Background: an optimization exercise with open tools, aiming at small area and a short achievable clock period. Do not read the settings as production practice.
RTL that was checked went through simulation tests only; none was proved equivalent to the original.
The clock input has no modelled driver; a real chip could not lean on it and would need a root buffer or a full tree.
Power and IR drop assume default switching activity.

## P
## fifo
module fifo(
    input         clk,
    input         rst,         
    input  [7:0]  data_in,
    input         w_en,
    input         r_en,
    output reg [7:0] data_out,
    output reg    full,
    output reg    empty
);
    reg [7:0] mem [0:3][0:7];
    reg [3:0] wb;               
    reg [7:0] wr;               
    reg [3:0] rb;               
    reg [7:0] crow [0:3];       
    reg [7:0] clo;              
    reg [4:0] chi;              
    reg [7:0] cand [0:3];       
    wire wok = w_en & ~full;
    wire rd  = r_en & ~empty;
    wire inc = wok & ~rd;
    wire dec = rd & ~wok;
    wire low = chi[0] & (clo[0] | clo[1] | clo[2] | clo[3]);
    genvar b, i;
    generate
        for (b = 0; b < 4; b = b + 1) begin : g_bank
            for (i = 0; i < 8; i = i + 1) begin : g_row
                always @(posedge clk)
                    if (wok & wb[b] & wr[i])
                        mem[b][i] <= data_in;
            end
            reg [7:0] sel;
            integer k;
            always @* begin
                sel = 8'b0;
                for (k = 0; k < 8; k = k + 1)
                    sel = sel | ({8{crow[b][k]}} & mem[b][k]);
            end
            always @(posedge clk)
                cand[b] <= (wok & wb[b] & low) ? data_in : sel;
  ...
export LEC_CHECK = 0
export CAP_MARGIN = 20
export CORE_MARGIN = 2
export CORE_UTILIZATION = 40
export SETUP_SLACK_MARGIN = 1.3
export SLEW_MARGIN = 20
export TNS_END_PERCENT = 5
create_clock -name core_clock -period 2.4 [get_ports {clk}]
standard.sh (not shown) runs the stock make flow with config.mk's settings and CLKGATE_MAP_FILE= SYNTH_SCRIPT=/design/flow/synth_recipe.tcl, a recipe that flattens the netlist after the stock synthesis.
==> flow/flow/run.sh <==
#!/bin/bash
set -euo pipefail
bash standard.sh finish PRE_CTS_TCL="$PWD/flow/my_cts.tcl" \
  BUFFER_PORTS_ARGS="-buffer_cell sky130_fd_sc_hd__buf_4" \
  MATCH_CELL_FOOTPRINT=0 > standard.log 2>&1
Other scripts of this flow, unchanged in this note and not shown: flow/flow/my_cts.tcl, flow/flow/my_cts_params.tcl
### P -> Q
- a change of SETUP_SLACK_MARGIN from 1.3 to 1.1
Findings:
- Internal power across P and Q: no real change.
- Wire length of the first global-routing pass of Q exceeds that of P by a few percent.
- Going from P to Q, the overall routed net length was found to have gone up by 1.8%.
- P reports its classification of the worst-slack hold path as reg2reg while Q reports in2reg.
- Endpoint of the most critical setup path = full: P; endpoint of the most critical setup path = cand[0][6]: Q
- P -> Q: utilization flat
- The maximum frequency on P is in line with that on Q.
- Diff P -> Q: portion of total power attributed to the clock network flat, cell area after layout down 0.30%, total area of sequential cells flat, power after layout flat.
No functional check of the RTL was part of any run of this note. No run of this note takes its clock network from TritonCTS; it comes from the design's own scripts or RTL.

* * *

Another version of the RTL of fifo (not shown whole).
clock: 2.4 ns
lec_check: 0
cap_margin: 20
core_margin: 2
core_utilization: 75
setup_slack_margin: 1.15
slew_margin: 20
tns_end_percent: 5
==> flow/flow/my_cts_params.tcl <==
set ::my_cts_k 16
set ::my_cts_r 4
set ::my_cts_leaf sky130_fd_sc_hd__clkbuf_16
set ::my_cts_root sky130_fd_sc_hd__clkbuf_16
set ::my_cts_cap 1.1
set ::my_cts_ff4 7
set ::my_cts_ff2 4
Scripts as last shown in full above: flow/flow/run.sh
Other scripts of this flow, unchanged in this note and not shown: flow/flow/my_cts.tcl
Then changed:
Settings changed: CORE_UTILIZATION 75 to 65.
Routed wire length is lower by about 1.4%; die area rises by about 15%; worst setup slack degrades by 83 ps; combinational power barely changes; synthesized area is unchanged; clock power shrinks by about 2%; synthesized cell count is unchanged; final area went up by 0.36%; global-route usage decreases by 4.9 points.
Then changed:
==> flow/flow/my_cts_params.tcl (replaced) <==
set ::my_cts_k 16
set ::my_cts_r 4
set ::my_cts_leaf sky130_fd_sc_hd__clkbuf_16
set ::my_cts_root sky130_fd_sc_hd__clkbuf_16
set ::my_cts_cap 1.1
set ::my_cts_ff4 1000
set ::my_cts_ff2 6
Hold slack degrades by 5.8 ps; synthesized cell count is unchanged; via count is about the same; global-route usage went up by 0.15 points; die area stays the same; final area went down by 0.54%; combinational power went up by about 2%; sequential power barely changes.
No functional check of the RTL was part of any run of this note. In every run of this note, the design's own scripts or RTL, not TritonCTS, make the clock network.

* * *

## try-nickel
fifo, a different RTL version from the one above (not shown whole).
For scale: ~900 cells after synthesis, ~360 flip-flops, ~22 I/O pins, about 13,000 µm² of cells after synthesis.
export LEC_CHECK = 0
export CAP_MARGIN = 20
export CORE_MARGIN = 2
export CORE_UTILIZATION = 40
export SETUP_SLACK_MARGIN = 1.1
export SLEW_MARGIN = 20
export TNS_END_PERCENT = 5
create_clock -name core_clock -period 2.4 [get_ports {clk}]
==> flow/flow/my_cts.tcl <==
# Replaces clock_tree_synthesis with a two-level tree: K leaf buffers, each
# driving one cluster of clock sinks (k-means on sink locations), fed by up to
# R root buffers (k-means on the leaf locations), which the clock port feeds.
# Every sink sees the same two buffer stages.
rename clock_tree_synthesis orig_clock_tree_synthesis
source [file join [file dirname [info script]] my_cts_params.tcl]

proc my_kmeans {pts k iters} {
  # pts: list of {x y}; returns list of cluster index per point
  set n [llength $pts]
  set sorted [lsort -real -index 0 $pts]
  set cents {}
  for {set i 0} {$i < $k} {incr i} {
    lappend cents [lindex $sorted [expr {int(($i + 0.5) * $n / $k)}]]
  }
  set asg {}
  for {set it 0} {$it < $iters} {incr it} {
    set asg {}
    foreach p $pts {
      set best 0; set bd 1e30; set ci 0
      foreach c $cents {
        set dx [expr {[lindex $p 0] - [lindex $c 0]}]
        set dy [expr {[lindex $p 1] - [lindex $c 1]}]
        set d [expr {$dx * $dx + $dy * $dy}]
        if {$d < $bd} { set bd $d; set best $ci }
        incr ci
      }
      lappend asg $best
    }
    # balance: cap cluster size, move overflow points to nearest non-full cluster
    set newc {}
    for {set c 0} {$c < $k} {incr c} { set sx($c) 0.0; set sy($c) 0.0; set sn($c) 0 }
    foreach p $pts a $asg {
      set sx($a) [expr {$sx($a) + [lindex $p 0]}]
      set sy($a) [expr {$sy($a) + [lindex $p 1]}]
      incr sn($a)
    }
    for {set c 0} {$c < $k} {incr c} {
      if {$sn($c) > 0} {
        lappend newc [list [expr {$sx($c) / $sn($c)}] [expr {$sy($c) / $sn($c)}]]
      } else {
        lappend newc [lindex $cents $c]
      }
    }
    set cents $newc
  }
  return [list $asg $cents]
}

proc clock_tree_synthesis {args} {
  global my_cts_k my_cts_leaf my_cts_root
  set k $my_cts_k
  set leafm $my_cts_leaf
  set rootm $my_cts_root
  set db [ord::get_db]
  set block [ord::get_db_block]
  set clknet [$block findNet clk]
  set sinks {}
  set pts {}
  foreach it [$clknet getITerms] {
    set inst [$it getInst]
    set loc [$inst getLocation]
    set bb [$inst getBBox]
    lappend sinks $it
    lappend pts [list [expr {([$bb xMin] + [$bb xMax]) / 2.0}] [expr {([$bb yMin] + [$bb yMax]) / 2.0}]]
  }
  puts "my_cts: [llength $sinks] sinks, $k leaves"
  lassign [my_kmeans $pts $k 30] asg cents
  set lm [$db findMaster $leafm]
  set rm [$db findMaster $rootm]
  # group the leaves under R root buffers, each fed by the clock port
  set r $::my_cts_r
  lassign [my_kmeans $cents $r 30] rasg rcents
  for {set q 0} {$q < $r} {incr q} {
    if {[lsearch -exact $rasg $q] < 0} { continue }
    set rootnet($q) [odb::dbNet_create $block clknet_root_$q]
    $rootnet($q) setSigType CLOCK
    set root [odb::dbInst_create $block $rm clkbuf_root_$q]
    set rc [lindex $rcents $q]
    $root setLocation [expr {int([lindex $rc 0])}] [expr {int([lindex $rc 1])}]
    $root setPlacementStatus PLACED
    [$root findITerm A] connect $clknet
    [$root findITerm X] connect $rootnet($q)
  }
  for {set c 0} {$c < $k} {incr c} {
    set n [odb::dbNet_create $block clknet_leaf_$c]
    $n setSigType CLOCK
    set b [odb::dbInst_create $block $lm clkbuf_leaf_$c]
    set cc [lindex $cents $c]
    $b setLocation [expr {int([lindex $cc 0])}] [expr {int([lindex $cc 1])}]
    $b setPlacementStatus PLACED
    [$b findITerm A] connect $rootnet([lindex $rasg $c])
    [$b findITerm X] connect $n
    set leafnet($c) $n
    set cnt($c) 0
  }
  foreach it $sinks a $asg {
    $it disconnect
    $it connect $leafnet($a)
    incr cnt($a)
  }
  set_propagated_clock [all_clocks]
  for {set c 0} {$c < $k} {incr c} { puts "my_cts: leaf $c at [lindex $cents $c]: $cnt($c) sinks" }
  return ""
}
==> flow/flow/my_cts_params.tcl <==
set ::my_cts_k 16
set ::my_cts_r 4
set ::my_cts_leaf sky130_fd_sc_hd__clkbuf_16
set ::my_cts_root sky130_fd_sc_hd__clkbuf_16
Scripts as last shown in full above: flow/flow/run.sh
[inputs] try-delta vs try-nickel
diff --git a/flow/config.mk b/flow/config.mk
--- a/flow/config.mk
+++ b/flow/config.mk
@@ -9,3 +9,3 @@
 export CORE_MARGIN = 2
-export CORE_UTILIZATION = 40
+export CORE_UTILIZATION = 55
 export SETUP_SLACK_MARGIN = 1.1
Results
- try-delta finished all stages; the layout is clean.
- Comparing try-delta and try-nickel, the lower worst hold-check slack was measured on try-delta.
- The area overhead of the layout relative to synthesis reported for try-delta is smaller than that of try-nickel by 1.1 points.
- Wire length of the first global-routing pass was higher in try-nickel than in try-delta.
- On area taken by flip-flops and latches, try-delta tracks try-nickel almost exactly.
[inputs] try-maple vs try-delta
diff --git a/flow/flow/my_cts.tcl b/flow/flow/my_cts.tcl
--- a/flow/flow/my_cts.tcl
+++ b/flow/flow/my_cts.tcl
@@ -49,2 +49,79 @@
 
+# Reassign points so that no cluster holds more than cap * N / K points:
+# points with the most to lose pick first, each taking its nearest cluster
+# with room. Returns the assignment and the new cluster centres.
+proc my_balance {pts cents capf} {
+  set n [llength $pts]
+  set k [llength $cents]
+  set cap [expr {int(ceil($capf * $n / $k))}]
+  set order {}
+  set i 0
+  foreach p $pts {
+    set ds {}
+    set ci 0
+    foreach c $cents {
+      set dx [expr {[lindex $p 0] - [lindex $c 0]}]
+      set dy [expr {[lindex $p 1] - [lindex $c 1]}]
+      lappend ds [list $ci [expr {sqrt($dx * $dx + $dy * $dy)}]]
+      incr ci
+    }
+    set ds [lsort -real -index 1 $ds]
+    set dist($i) $ds
+    lappend order [list $i [expr {[lindex $ds 1 1] - [lindex $ds 0 1]}]]
+    incr i
+  }
+  for {set c 0} {$c < $k} {incr c} { set used($c) 0; set sx($c) 0.0; set sy($c) 0.0 }
+  foreach o [lsort -real -decreasing -index 1 $order] {
+    set i [lindex $o 0]
+    foreach d $dist($i) {
+      set c [lindex $d 0]
+      if {$used($c) < $cap} { set a($i) $c; incr used($c); break }
+    }
+  }
+  set asg {}
+  for {set i 0} {$i < $n} {incr i} {
+    lappend asg $a($i)
+    set p [lindex $pts $i]
+    set sx($a($i)) [expr {$sx($a($i)) + [lindex $p 0]}]
+    set sy($a($i)) [expr {$sy($a($i)) + [lindex $p 1]}]
+  }
+  set newc {}
+  for {set c 0} {$c < $k} {incr c} {
+    if {$used($c) > 0} {
+      lappend newc [list [expr {$sx($c) / $used($c)}] [expr {$sy($c) / $used($c)}]]
+    } else {
+      lappend newc [lindex $cents $c]
+    }
+  }
+  return [list $asg $newc]
+}
+
+# Registers that drive an output port (through its port buffer) get the
+# strongest drive of their cell type.
+proc my_upsize_port_flops {} {
+  set block [ord::get_db_block]
+  foreach bt [$block getBTerms] {
+    if {[$bt getIoType] ne "OUTPUT"} { continue }
+    set net [$bt getNet]
+    foreach it [$net getITerms] {
+      if {![$it isOutputSignal]} { continue }
+      set buf [$it getInst]
+      foreach bit [$buf getITerms] {
+        if {![$bit isInputSignal]} { continue }
+        set inet [$bit getNet]
+        if {$inet eq "NULL"} { continue }
+        foreach dit [$inet getITerms] {
+          if {![$dit isOutputSignal]} { continue }
+          set ff [$dit getInst]
+          set m [[$ff getMaster] getName]
+          if {[regexp {^(sky130_fd_sc_hd__dfxtp)_[0-9]+$} $m -> base]} {
+            puts "my_cts: [$ff getName] $m -> ${base}_4"
+            replace_cell [$ff getName] ${base}_4
+          }
+        }
+      }
+    }
+  }
+}
+
 proc clock_tree_synthesis {args} {
@@ -54,2 +131,3 @@
   set rootm $my_cts_root
+  my_upsize_port_flops
   set db [ord::get_db]
@@ -68,2 +146,3 @@
   lassign [my_kmeans $pts $k 30] asg cents
+  lassign [my_balance $pts $cents $::my_cts_cap] asg cents
   set lm [$db findMaster $leafm]
==> flow/flow/my_cts_params.tcl <==
set ::my_cts_k 16
set ::my_cts_r 4
set ::my_cts_leaf sky130_fd_sc_hd__clkbuf_16
set ::my_cts_root sky130_fd_sc_hd__clkbuf_16
set ::my_cts_cap 1.1
### Flow results
Looking at the reports, try-maple completed the entire flow and the layout it produced met the timing, design-rule and antenna checks.
try-delta completed every stage of the flow, and the final layout passed the timing, design-rule and antenna checks.
Changes observed in try-maple relative to try-delta: met1 routed wirelength after detailed routing went up; highest ir drop seen on vdd did not really move.
Compared with try-delta, try-maple shows a higher actual transition at the worst max-transition pin.
There was hardly any difference in wire length of the first global-routing pass between try-delta and try-maple.
Setup changes, try-maple to try-fjord
diff --git a/flow/flow/my_cts.tcl b/flow/flow/my_cts.tcl
--- a/flow/flow/my_cts.tcl
+++ b/flow/flow/my_cts.tcl
@@ -126,2 +126,20 @@
 
+# Plain registers whose output feeds many pins get a stronger drive.
+proc my_upsize_fanout_flops {} {
+  set block [ord::get_db_block]
+  foreach inst [$block getInsts] {
+    set m [[$inst getMaster] getName]
+    if {![regexp {^sky130_fd_sc_hd__dfxtp_1$} $m]} { continue }
+    set q [$inst findITerm Q]
+    set net [$q getNet]
+    if {$net eq "NULL"} { continue }
+    set n [expr {[llength [$net getITerms]] - 1}]
+    if {$n >= $::my_cts_ff4} {
+      replace_cell [$inst getName] sky130_fd_sc_hd__dfxtp_4
+    } elseif {$n >= $::my_cts_ff2} {
+      replace_cell [$inst getName] sky130_fd_sc_hd__dfxtp_2
+    }
+  }
+}
+
 proc clock_tree_synthesis {args} {
@@ -132,2 +150,3 @@
   my_upsize_port_flops
+  my_upsize_fanout_flops
   set db [ord::get_db]
diff --git a/flow/flow/my_cts_params.tcl b/flow/flow/my_cts_params.tcl
--- a/flow/flow/my_cts_params.tcl
+++ b/flow/flow/my_cts_params.tcl
@@ -5 +5,3 @@
 set ::my_cts_cap 1.1
+set ::my_cts_ff4 7
+set ::my_cts_ff2 4
### Flow results
Launch point of the critical path = empty$_SDFFE_PN1P_: try-fjord; launch point of the critical path = crow[0][7]$_SDFFE_PN0P_: try-maple
Summary of try-fjord over try-maple: total area of multi-input combinational cells now smaller, first-pass iteration count of the detailed router now larger, share of power burned in combinational logic now smaller.
In every run of this note, the design's own scripts or RTL, not TritonCTS, make the clock network.

## re-timing with driven ports
No port has a modelled driver above. Below, the same layouts with a new extraction and two added sets of constraints.
Step 1 assumes that a clkbuf_16 drives the clock port and a buf_2 every other input.
Step 2 moves the port delays by t, midway between the first and last clock arrival at a register: inputs arrive t later, outputs are due t later. That takes back most of the time a late clock gives input paths.
Three values: no drivers, after step 1, after step 2; two values: the first two.
run	t (ns)	slack for setup (ns)	hold slack, ns	worst data-port slew with drivers (ns)
P	0.413	0.849 / 0.745 / 0.615	0.500 / 0.500 / 0.500	0.04
Q	0.421	0.849 / 0.849 / 0.620	0.459 / 0.376 / 0.478	0.05
the first run of note 2	0.401	0.988 / 0.986 / 0.764	0.474 / 0.410 / 0.490	0.06
the second run of note 2	0.405	0.906 / 0.906 / 0.756	0.479 / 0.423 / 0.479	0.08
the third run of note 2	0.436	0.837 / 0.837 / 0.750	0.473 / 0.415 / 0.473	0.09
try-nickel	0.416	0.997 / 0.921 / 0.675	0.460 / 0.377 / 0.500	0.05
try-delta	0.410	1.001 / 0.929 / 0.696	0.453 / 0.379 / 0.499	0.05
try-maple	0.407	0.988 / 0.928 / 0.643	0.466 / 0.398 / 0.496	0.06
try-fjord	0.415	0.980 / 0.877 / 0.638	0.463 / 0.419 / 0.490	0.06
After both steps every run listed still meets setup and hold. For try-maple, which loses most, drivers alone change the setup slack by -0.060 ns; drivers and shift together by -0.345 ns.
